Source: an optimization exercise on an open RTL-to-GDS flow (aim: small area, a short achievable clock period and few clock cycles). Production flows keep margins and buffers that such runs may drop.

==> inputs of build 71 <==
==> flow/design.v <==
`timescale 1ns / 1ps
module ALU (
    input  [31:0] a,
    input  [31:0] b,
    input         sub,
    input         op_and,
    input         op_or,
    output [31:0] y
);
wire [31:0] sum = a + (b ^ {32{sub}}) + {31'b0, sub};
assign y = op_and ? (a & b) : op_or ? (a | b) : sum;
endmodule
`timescale 1ns / 1ps
module RegFile (
    input         clk,
    input  [4:0]  ra1,
    input  [4:0]  ra2,
    output [31:0] rd1,
    output [31:0] rd2,
    input         we,
    input  [4:0]  wa,
    input  [31:0] wd
);
reg [31:0] regmemory [0:31];
assign rd1 = regmemory[ra1];
assign rd2 = regmemory[ra2];
always @(posedge clk)
    if (we) regmemory[wa] <= wd;
endmodule
`timescale 1ns / 1ps
module top_module(
    input clk,
    input reset,
    output [9:0] mem_addr,
    output [31:0] mem_wdata,
    output mem_we,
    input [31:0] mem_rdata
    );
reg  [9:0]  addr;       
reg  [9:0]  rpc;        
reg         mcyc;       
reg         we;         
reg  [31:0] wd;         
reg         m_lw;       
reg  [4:0]  m_dest;     
reg         x_wb;       
reg         x_lw, x_sw, x_beq;
reg         x_sub, x_and, x_or;
reg         x_bimm;     
reg  [4:0]  x_dest, x_rs, x_rt;
reg  [9:0]  x_imm;
reg  [9:0]  x_btgt;
reg  [31:0] A, B;
assign mem_addr  = addr;
assign mem_we    = we;
assign mem_wdata = wd;
wire [31:0] ins  = mem_rdata;
wire [5:0]  op   = ins[31:26];
wire [4:0]  f_rs = ins[25:21];
wire [4:0]  f_rt = ins[20:16];
wire [4:0]  f_rd = ins[15:11];
wire [5:0]  fn   = ins[5:0];
wire f_r    = (op == 6'b000000);
wire f_addi = (op == 6'b001000);
wire f_lw   = (op == 6'b100011);
wire f_sw   = (op == 6'b101011);
wire f_beq  = (op == 6'b000100);
wire f_j    = (op == 6'b000010);
wire [31:0] alu;
ALU alu_u (.a(A), .b(B), .sub(x_sub), .op_and(x_and), .op_or(x_or), .y(alu));
wire        x_eq     = (A == B);
wire        redirect = x_beq & x_eq;
wire        x_mem    = x_lw | x_sw;
wire [9:0]  daddr    = A[9:0] + x_imm;
wire [31:0] rf1, rf2;
wire        rf_we = mcyc ? m_lw : x_wb;
wire [4:0]  rf_wa = mcyc ? m_dest : x_dest;
wire [31:0] rf_wd = mcyc ? mem_rdata : alu;
RegFile regfile (.clk(clk), .ra1(f_rs), .ra2(f_rt), .rd1(rf1), .rd2(rf2),
                 .we(rf_we), .wa(rf_wa), .wd(rf_wd));
wire        byp1 = x_wb & (x_dest == f_rs);
wire        byp2 = x_wb & (x_dest == f_rt);
wire [31:0] f_a  = byp1 ? alu : rf1;
wire [31:0] f_b  = f_addi ? {{16{ins[15]}}, ins[15:0]} : (byp2 ? alu : rf2);
wire [9:0]  addr_p1 = addr + 10'd1;
wire [9:0]  f_next  = f_j ? ins[9:0] : addr_p1;
always @(posedge clk) begin
    wd     <= B;
    m_dest <= x_dest;
    m_lw   <= x_lw;
    if (reset) begin
        addr  <= 10'd0;
        mcyc  <= 1'b0;
        we    <= 1'b0;
        x_wb  <= 1'b0;
        x_lw  <= 1'b0;
        x_sw  <= 1'b0;
        x_beq <= 1'b0;
    end else if (mcyc) begin
        addr <= rpc;
        mcyc <= 1'b0;
        we   <= 1'b0;
        if (m_lw && m_dest == x_rs) A <= mem_rdata;
        if (m_lw && m_dest == x_rt && !x_bimm) B <= mem_rdata;
    end else begin
        if (redirect) begin
            addr <= x_btgt;
        end else if (x_mem) begin
            addr <= daddr;
            rpc  <= f_next;
        end else begin
            addr <= f_next;
        end
        mcyc  <= x_mem;
        we    <= x_sw;
        x_wb  <= ~redirect & (f_r | f_addi);
        x_lw  <= ~redirect & f_lw;
        x_sw  <= ~redirect & f_sw;
        x_beq <= ~redirect & f_beq;
        x_sub <= f_r & (fn == 6'b100010);
        x_and <= f_r & (fn == 6'b100100);
        x_or  <= f_r & (fn != 6'b100000) & (fn != 6'b100010) & (fn != 6'b100100);
        x_bimm <= f_addi;
        x_dest <= f_r ? f_rd : f_rt;
        x_rs   <= f_rs;
        x_rt   <= f_rt;
        x_imm  <= ins[9:0];
        x_btgt <= addr_p1 + ins[9:0];
        A <= f_a;
        B <= f_b;
    end
end
endmodule
==> flow/run.sh <==
#!/bin/bash
# synth_recipe.tcl (not shown) runs the flow's synth.tcl, then flattens the netlist and writes it again
# the make line also repeats each setting of config.mk as NAME=value (left out here)
make -C /OpenROAD-flow-scripts/flow DESIGN_CONFIG=/design/flow/config.mk WORK_HOME=/design/flow/orfs CLKGATE_MAP_FILE= SYNTH_SCRIPT=/design/flow/synth_recipe.tcl finish
==> flow/config.mk <==
export PLATFORM = sky130hd
export DESIGN_NAME = top_module
export DESIGN_NICKNAME = top_module
export VERILOG_FILES = /design/flow/design.v
export SDC_FILE = /design/flow/constraint.sdc
export NUM_CORES = 4
export LEC_CHECK = 0
export ABC_CLOCK_PERIOD_IN_PS = 3000
export CAP_MARGIN = 20
export CORE_MARGIN = 2
export CORE_UTILIZATION = 40
export PLACE_DENSITY = 0.6
export SETUP_SLACK_MARGIN = 5
export SLEW_MARGIN = 20
==> flow/constraint.sdc <==
create_clock -name core_clock -period 9.0 [get_ports {clk}]
set_input_delay 1.8000 -clock core_clock [delete_from_list [all_inputs] [get_ports {clk}]]
set_output_delay 1.8000 -clock core_clock [all_outputs]
set_load 0.01 [all_outputs]
==> inputs of trial 8, as changes to build 71 <==
==> flow/design.v, changed modules only <==
module ALU (
    input  [31:0] a,
    input  [31:0] b,
    input         sub,
    input         op_and,
    input         op_or,
    output [31:0] y
);
wire [31:0] bb = b ^ {32{sub}};
wire [31:0] s;
KSAdd #(.W(32)) add_u (.a(a), .b(bb), .ci(sub), .s(s));
wire op_sum = ~op_and & ~op_or;
assign y = ({32{op_and}} & (a & b)) | ({32{op_or}} & (a | b)) | ({32{op_sum}} & s);
endmodule
module KSAdd #(parameter W = 32) (
    input  [W-1:0] a,
    input  [W-1:0] b,
    input          ci,
    output [W-1:0] s
);
localparam L = $clog2(W + 1);
wire [W:0] g0 = {a & b, ci};
wire [W:0] p0 = {a ^ b, 1'b0};
wire [W:0] g [0:L];
wire [W:0] p [0:L];
assign g[0] = g0;
assign p[0] = p0;
genvar k, i;
generate
    for (k = 0; k < L; k = k + 1) begin : lvl
        for (i = 0; i <= W; i = i + 1) begin : bit_
            if (i >= (1 << k)) begin : comb
                assign g[k+1][i] = g[k][i] | (p[k][i] & g[k][i - (1 << k)]);
                assign p[k+1][i] = p[k][i] & p[k][i - (1 << k)];
            end else begin : pass
                assign g[k+1][i] = g[k][i];
                assign p[k+1][i] = p[k][i];
            end
        end
    end
endgenerate
assign s = p0[W:1] ^ g[L][W-1:0];
endmodule
module top_module(
    input clk,
    input reset,
    output [9:0] mem_addr,
    output [31:0] mem_wdata,
    output mem_we,
    input [31:0] mem_rdata
    );
reg  [9:0]  addr;       
reg  [9:0]  rpc;        
reg         mcyc;       
reg         we;         
reg  [31:0] wd;         
reg         m_lw;       
reg  [4:0]  m_dest;     
reg         x_wb;       
reg         x_lw, x_sw, x_beq;
reg         x_sub, x_and, x_or;
reg         x_fa, x_fb;  
reg  [4:0]  x_dest;
reg  [9:0]  x_imm;
reg  [9:0]  x_btgt;
reg  [31:0] A, B;
reg         w_v;
reg  [4:0]  w_dest;
reg  [31:0] WR;
assign mem_addr  = addr;
assign mem_we    = we;
assign mem_wdata = wd;
wire [31:0] ins  = mem_rdata;
wire [5:0]  op   = ins[31:26];
wire [4:0]  f_rs = ins[25:21];
wire [4:0]  f_rt = ins[20:16];
wire [4:0]  f_rd = ins[15:11];
wire [5:0]  fn   = ins[5:0];
wire f_r    = (op == 6'b000000);
wire f_addi = (op == 6'b001000);
wire f_lw   = (op == 6'b100011);
wire f_sw   = (op == 6'b101011);
wire f_beq  = (op == 6'b000100);
wire f_j    = (op == 6'b000010);
wire [31:0] opa = x_fa ? WR : A;
wire [31:0] opb = x_fb ? WR : B;
wire [31:0] alu;
ALU alu_u (.a(opa), .b(opb), .sub(x_sub), .op_and(x_and), .op_or(x_or), .y(alu));
wire        x_eq     = (opa == opb);
wire        redirect = x_beq & x_eq;
wire        x_mem    = x_lw | x_sw;
wire [9:0]  daddr    = opa[9:0] + x_imm;
wire [31:0] rf1, rf2;
RegFile regfile (.clk(clk), .ra1(f_rs), .ra2(f_rt), .rd1(rf1), .rd2(rf2),
                 .we(w_v), .wa(w_dest), .wd(WR));
wire        x_prod = x_wb | x_lw;           
wire        wbyp1  = w_v & (w_dest == f_rs);
wire        wbyp2  = w_v & (w_dest == f_rt);
wire [31:0] f_a    = wbyp1 ? WR : rf1;
wire [31:0] f_b    = f_addi ? {{16{ins[15]}}, ins[15:0]} : (wbyp2 ? WR : rf2);
wire [9:0]  addr_p1 = addr + 10'd1;
wire [9:0]  f_btgt;
KSAdd #(.W(10)) btgt_u (.a(addr), .b(ins[9:0]), .ci(1'b1), .s(f_btgt));
wire        f_bsame = f_beq & (f_rs == f_rt);    
wire [9:0]  f_next  = f_j ? ins[9:0] : f_bsame ? f_btgt : addr_p1;
always @(posedge clk) begin
    if (mcyc) begin
        w_dest <= m_dest;
        WR     <= mem_rdata;
    end else begin
        w_dest <= x_dest;
        WR     <= alu;
    end
end
always @(posedge clk) begin
    wd     <= opb;       
    m_dest <= x_dest;
    m_lw   <= x_lw;
    if (reset) begin
        addr  <= 10'd0;
        mcyc  <= 1'b0;
        we    <= 1'b0;
        x_wb  <= 1'b0;
        x_lw  <= 1'b0;
        x_sw  <= 1'b0;
        x_beq <= 1'b0;
        w_v   <= 1'b0;
    end else if (mcyc) begin
        addr   <= rpc;
        mcyc   <= 1'b0;
        we     <= 1'b0;
        w_v    <= m_lw;
    end else begin
        if (redirect) begin
            addr <= x_btgt;
        end else if (x_mem) begin
            addr <= daddr;
            rpc  <= f_next;
        end else begin
            addr <= f_next;
        end
        mcyc   <= x_mem;
        we     <= x_sw;
        w_v    <= x_wb;
        x_wb   <= ~redirect & (f_r | f_addi);
        x_lw   <= ~redirect & f_lw;
        x_sw   <= ~redirect & f_sw;
        x_beq  <= ~redirect & f_beq & ~f_bsame;
        x_sub  <= f_r & (fn == 6'b100010);
        x_and  <= f_r & (fn == 6'b100100);
        x_or   <= f_r & (fn != 6'b100000) & (fn != 6'b100010) & (fn != 6'b100100);
        x_fa   <= x_prod & (x_dest == f_rs);
        x_fb   <= x_prod & (x_dest == f_rt) & ~f_addi;
        x_dest <= f_r ? f_rd : f_rt;
        x_imm  <= ins[9:0];
        x_btgt <= f_btgt;
        A <= f_a;
        B <= f_b;
    end
end
endmodule
==> flow/flow/run.sh (new file) <==
#!/bin/bash
set -euo pipefail
bash standard.sh SETUP_SLACK_MARGIN=5.9 finish > make.log 2>&1
==> flow/standard.sh (new file) <==
#!/bin/bash
# synth_recipe.tcl (not shown) runs the flow's synth.tcl, then flattens the netlist and writes it again
# the make line also repeats each setting of config.mk as NAME=value (left out here)
make -C /OpenROAD-flow-scripts/flow DESIGN_CONFIG=/design/flow/config.mk WORK_HOME=/design/flow/orfs CLKGATE_MAP_FILE= SYNTH_SCRIPT=/design/flow/synth_recipe.tcl "${@:-finish}"
removed: flow/run.sh
==> impl_metrics.json <==
{
  "status": "timing/DRC/antenna clean",
  "top_layer": "met4",
  "clock-sinks": 1191,
  "yosys_warnings": 2,
  "final_cell_mix": "edfxtp_1 (1137), mux4_2 (640), nand2_1 (153), clkbuf_16 (126), ha_1 (115)",
  "wirelength_met1_um": 72980,
  "grt_first_pass_wirelength_um": 258100,
  "cts.clk_slew.worst_paths_ps": 70,
  "multi_input_area_share_pct": 33.96
}
The numbers above come from build 71.

==> impl_metrics.json <==
{
  "drt-wirelength-per-cell_um": 35.56,
  "clock-sinks": 1220,
  "top_layer": "met5",
  "status": "timing/DRC/antenna clean",
  "multi_input_area_share_pct": 33.50,
  "wirelength_met1_um": 79960,
  "final_cell_mix": "edfxtp_1 (1128), mux4_2 (640), nand2_1 (168), buf_4 (159), clkbuf_16 (151)",
  "grt_first_pass_wirelength_um": 280400,
  "yosys_warnings": 4
}
The numbers above come from trial 8.

No run of this note included a check of the RTL's function; only the layout flow was run.

separate check: timing with driven ports:
No port has a modelled driver above. Below, the same layouts with a new extraction and two added sets of constraints. Step 1: set_driving_cell puts a clkbuf_16 on clk and a buf_2 on each other input, an assumption about the parent block. Step 2 times the ports against the registers' clock, not the clock port: input delays grow and output delays shrink by t, the midpoint of the rising clock arrivals with the driver on. Slacks: ideal / step 1 / step 2; pairs: ideal / step 1.
run	t, ns	slack for setup (ns)	worst hold slack (ns)	worst data-port slew with drivers (ns)
build 71	0.812	4.983 / 4.953 / 4.141	0.450 / 0.450 / 0.450	0.34
trial 8	0.859	5.460 / 5.352 / 4.493	0.403 / 0.403 / 0.403	0.47
After both steps setup and hold are still met in every run listed. The setup slack of trial 8, which loses most, moves by -0.108 ns with the drivers and by -0.967 ns with both steps.
